Source: an optimization exercise on an open RTL-to-GDS flow (aim: small area and a short achievable clock period). Production flows keep margins and buffers that such runs may drop.
At most, simulation tests tie the RTL to the original design; equivalence was not proved.
The flow treats the clock pin as an ideal source, which a real chip does not have.
Power and IR drop assume default switching activity.

Setup of run 4:
==> flow/design.v <==
`timescale 1ns / 1ps
module alu_top(
    input             clk,
    input      [31:0] a,
    input      [31:0] b,
    input      [3:0]  aluc,
    output reg [31:0] r,
    output reg        zero,
    output reg        carry,
    output reg        negative,
    output reg        overflow
    );
    reg  [31:0] a_q;
    reg  [31:0] b_q;
    reg  [3:0]  aluc_q;
    wire [31:0] r_w;
    wire        zero_w;
    wire        carry_w;
    wire        negative_w;
    wire        overflow_w;
    alu u_alu(
        .a(a_q), .b(b_q), .aluc(aluc_q),
        .r(r_w), .zero(zero_w), .carry(carry_w),
        .negative(negative_w), .overflow(overflow_w)
    );
    always @(posedge clk) begin
        a_q      <= a;
        b_q      <= b;
        aluc_q   <= aluc;
        r        <= r_w;
        zero     <= zero_w;
        carry    <= carry_w;
        negative <= negative_w;
        overflow <= overflow_w;
    end
endmodule

`timescale 1ns / 1ps
module alu(
    input  [31:0] a,
    input  [31:0] b,
    input  [3:0]  aluc,
    output [31:0] r,
    output        zero,
    output        carry,
    output        negative,
    output        overflow
    );
    wire op_arith = (aluc[3:2] == 2'b00);             
    wire op_logic = (aluc[3:2] == 2'b01);             
    wire op_lui   = (aluc[3:1] == 3'b100);            
    wire op_slt   = (aluc[3:1] == 3'b101);            
    wire op_left  = (aluc[3:1] == 3'b111);            
    wire op_right = (aluc[3:1] == 3'b110);            
    wire op_sra   = (aluc == 4'b1100);
    wire        inv = ~aluc[2] & (aluc[0] | aluc[3]);
    wire [31:0] bx  = b ^ {32{inv}};
    wire [31:0] p   = a ^ bx;
    wire [31:0] g   = a & bx;
    wire [31:0] g0 = {g[31:1], g[0] | (p[0] & inv)};
    wire [31:0] g1, p1, g2, p2, g3, p3, g4, p4, g5, p5;
    sk_level #(0) u_l0 (.gi(g0), .pi(p),  .go(g1), .po(p1));
    sk_level #(1) u_l1 (.gi(g1), .pi(p1), .go(g2), .po(p2));
    sk_level #(2) u_l2 (.gi(g2), .pi(p2), .go(g3), .po(p3));
    sk_level #(3) u_l3 (.gi(g3), .pi(p3), .go(g4), .po(p4));
    sk_level #(4) u_l4 (.gi(g4), .pi(p4), .go(g5), .po(p5));
    wire [31:0] c    = {g5[30:0], inv};         
    wire [31:0] sum  = p ^ c;
    wire        cout = g5[31];
    wire [31:0] kz = {p[31:1] ~^ (g[30:0] | p[30:0]), p[0] ~^ inv};
    wire sum_zero  = &kz;
    wire lt_u = ~cout;
    wire lt_s = (a[31] ^ b[31]) ? a[31] : sum[31];
    wire lt   = aluc[0] ? lt_s : lt_u;
    wire t_and = op_logic & ~aluc[1];                 
    wire t_xor = op_logic & (aluc[1] ^ aluc[0]);      
    wire t_nor = op_logic & aluc[1] & aluc[0];        
    wire [31:0] lg = ({32{t_and}} & g) | ({32{t_xor}} & p) | ({32{t_nor}} & ~(g | p));
    wire [31:0] brev;
    genvar i;
    generate for (i = 0; i < 32; i = i + 1) begin : g_rev
        assign brev[i] = b[31 - i];
    end endgenerate
    wire        big  = |a[31:5];
    wire        fill = op_sra & b[31];
    wire [31:0] xs   = big ? {32{fill}} : (op_left ? brev : b);
    wire [32:0] y    = $signed({fill, xs, 1'b0}) >>> a[4:0];
    wire [31:0] yr   = y[32:1];
    wire [31:0] yl;
    generate for (i = 0; i < 32; i = i + 1) begin : g_rrev
        assign yl[i] = yr[31 - i];
    end endgenerate
    wire a_is32   = ~|a[31:6] & a[5] & ~|a[4:0];
    wire sh_carry = op_left ? (big ? (a_is32 & b[0]) : y[0]) : (~big & y[1]);
    wire [31:0] other = lg
                      | ({32{op_lui}}   & {b[15:0], 16'b0})
                      | ({32{op_right}} & yr)
                      | ({32{op_left}}  & yl);
    assign r = op_arith ? sum : (other | {31'b0, op_slt & lt});
    assign zero = (op_arith | op_slt) ? sum_zero : ~|other;
    assign negative = r[31] | (aluc == 4'b1011 & lt_s);
    assign carry = (aluc == 4'b0000 & cout)
                 | (aluc == 4'b0001 & ~cout)
                 | (aluc == 4'b1010 & lt_u)
                 | ((op_left | op_right) & sh_carry);
    assign overflow = (aluc == 4'b0010 & ((a[31] & b[31]) ^ (a[30] & b[30])))
                    | (aluc == 4'b0011 & (a[31] ^ b[31]) & (sum[31] ^ a[31]));
endmodule
module sk_level #(parameter L = 0) (
    input  [31:0] gi,
    input  [31:0] pi,
    output [31:0] go,
    output [31:0] po
    );
    genvar k;
    generate for (k = 0; k < 32; k = k + 1) begin : g_bit
        if ((k >> L) % 2 == 1) begin : g_op
            localparam integer J = ((k >> L) << L) - 1;
            assign go[k] = gi[k] | (pi[k] & gi[J]);
            assign po[k] = pi[k] & pi[J];
        end else begin : g_pass
            assign go[k] = gi[k];
            assign po[k] = pi[k];
        end
    end endgenerate
endmodule
export LEC_CHECK = 0
export ABC_AREA = 1
export CAP_MARGIN = 20
export CORE_MARGIN = 2
export CORE_UTILIZATION = 40
export SETUP_SLACK_MARGIN = 3.2
export SLEW_MARGIN = 20
create_clock -name core_clock -period 6.0 [get_ports {clk}]
standard.sh (not shown) runs the stock make flow with config.mk's settings and CLKGATE_MAP_FILE= SYNTH_SCRIPT=/design/flow/synth_recipe.tcl, a recipe that flattens the netlist after the stock synthesis.
==> flow/flow/run.sh <==
#!/bin/bash
# Layout flow: the standard synthesis, then the combinational logic is
# mapped again onto the standard cells with a delay-oriented ABC script (the
# registers, their names and cell types are kept as the standard synthesis
# made them), then the standard layout from floorplan to finish with
# buf_1 port buffers. After clock tree synthesis flow/skew.tcl delays the
# clock of the result registers (useful skew for the paths into them).
# Each tool's output goes to a log file of its own in this folder.
set -euo pipefail
here=$(pwd)
res=$here/orfs/results/${FLOW_PLATFORM}/alu_top/base
lib=$FLOW_HOME/platforms/${FLOW_PLATFORM}/lib/sky130_fd_sc_hd__tt_025C_1v80.lib
yosys_bin=$FLOW_HOME/../tools/install/yosys/bin/yosys
[[ -x $yosys_bin ]] || yosys_bin=yosys

# 1. standard synthesis
bash standard.sh synth > "$here/flow_synth.log" 2>&1

# 2. map the combinational logic again
cp "$res/1_2_yosys.v" "$here/standard_synth.v"
dont_use=""
for c in $(sed -n '/^export DONT_USE_CELLS/,/^#/p' "$FLOW_HOME/platforms/${FLOW_PLATFORM}/config.mk" | grep -o 'sky130_fd_sc_hd__[A-Za-z0-9_]*'); do
  dont_use="$dont_use -dont_use $c"
done
cat > "$here/remap.ys" <<EOS
read_liberty -ignore_miss_func $lib
read_verilog $here/standard_synth.v
hierarchy -top $FLOW_TOP
setattr -mod -set keep_hierarchy 1 sky130_fd_sc_hd__dfxtp_1
flatten
opt_clean -purge
abc -script $here/flow/remap.abc -liberty $lib $dont_use
opt_clean -purge
hilomap -singleton -hicell sky130_fd_sc_hd__conb_1 HI -locell sky130_fd_sc_hd__conb_1 LO
splitnets
opt_clean -purge
select $FLOW_TOP
tee -o $here/remap_stat.txt stat -liberty $lib
write_verilog -noattr -nohex -nodec -selected $here/remap.v
EOS
"$yosys_bin" -s "$here/remap.ys" > "$here/remap.log" 2>&1
cp "$here/remap.v" "$res/1_2_yosys.v"
rm -f "$res/1_synth.odb" "$res/1_synth.sdc"

# 3. standard layout on the new netlist
# Up to clock tree synthesis the repair aims at a slack margin of 2.2 ns
# (the skew added after it gives the result registers more); global routing's
# repair then aims at 3.2 ns with the skew in place.
bash standard.sh "BUFFER_PORTS_ARGS=-buffer_cell sky130_fd_sc_hd__buf_1" "POST_CTS_TCL=$here/flow/skew.tcl" "SETUP_SLACK_MARGIN=2.2" cts > "$here/flow_cts.log" 2>&1
bash standard.sh "BUFFER_PORTS_ARGS=-buffer_cell sky130_fd_sc_hd__buf_1" "POST_CTS_TCL=$here/flow/skew.tcl" "SETUP_SLACK_MARGIN=3.2" finish > "$here/flow_finish.log" 2>&1
Other scripts of this flow, unchanged in this note and not shown: flow/flow/remap.abc, flow/flow/skew.tcl
Input-level comparison between run 3 and run 4:
--- a/flow/design.v
+++ b/flow/design.v
@@ -81,11 +81,11 @@
     generate for (i = 0; i < 32; i = i + 1) begin : g_rev
         assign brev[i] = b[31 - i];
     end endgenerate
     wire        big  = |a[31:5];
     wire        fill = op_sra & b[31];
-    wire [31:0] xs   = big ? {32{fill}} : (op_left ? brev : b);
+    wire [31:0] xs   = op_left ? brev : b;
     wire [32:0] y    = $signed({fill, xs, 1'b0}) >>> a[4:0];
     wire [31:0] yr   = y[32:1];
     wire [31:0] yl;
     generate for (i = 0; i < 32; i = i + 1) begin : g_rrev
         assign yl[i] = yr[31 - i];
@@ -94,12 +94,14 @@
     wire sh_carry = op_left ? (big ? (a_is32 & b[0]) : y[0]) : (~big & y[1]);
     wire [31:0] other = lg
                       | ({32{op_lui}}   & {b[15:0], 16'b0})
                       | ({32{op_right}} & yr)
                       | ({32{op_left}}  & yl);
-    assign r = op_arith ? sum : (other | {31'b0, op_slt & lt});
-    assign zero = (op_arith | op_slt) ? sum_zero : ~|other;
+    wire kill = big & (op_left | op_right);
+    wire [31:0] other_k = (other & {32{~kill}}) | {32{kill & fill}};
+    assign r = op_arith ? sum : (other_k | {31'b0, op_slt & lt});
+    assign zero = (op_arith | op_slt) ? sum_zero : kill ? ~fill : ~|other;
     assign negative = r[31] | (aluc == 4'b1011 & lt_s);
     assign carry = (aluc == 4'b0000 & cout)
                  | (aluc == 4'b0001 & ~cout)
                  | (aluc == 4'b1010 & lt_u)
                  | ((op_left | op_right) & sh_carry);
==> results.txt <==
Run 4 → run 3: peak per-stage delay on the critical path saw an increase, pre-CTS setup slack saw an increase. Power is lower on run 4. Compared to run 4, run 3 leaves more free space in the core. Looking at average cell area after synthesis across run 4 and run 3, the one that comes out lower is run 3. Re first-iteration DRC count: run 4 was lower than run 3.
Function not checked in run 3: the RTL went through the layout flow alone.

==> what the ideal ports hide <==
No port has a modelled driver above. Below, the same layouts with a new extraction and two added sets of constraints. Step 1: set_driving_cell puts a clkbuf_16 on clk and a buf_2 on each other input, an assumption about the parent block. Step 2, shift: input delay + t, output delay - t, t = (earliest + latest rising clock arrival at the registers) / 2. This alone moves slack from input paths to output paths. Slacks: ideal / step 1 / step 2; pairs: ideal / step 1.
| run | shift t [ns] | setup WS [ns] | worst setup path at the end | clock arrival spread, ns | slew at the worst register clock pin (ns) |
|---|---|---|---|---|---|
| run 4 | 0.748 | 3.230 / 3.180 / 3.274 | register to register | 0.710 / 0.709 | 0.09 / 0.09 |
| run 3 | 0.749 | 3.203 / 3.150 / 3.268 | register to register | 0.655 / 0.655 | 0.11 / 0.11 |
In run 4 and run 3 the clock reaches the registers at very different times; t lies between them, and the last value is a rough guide only.
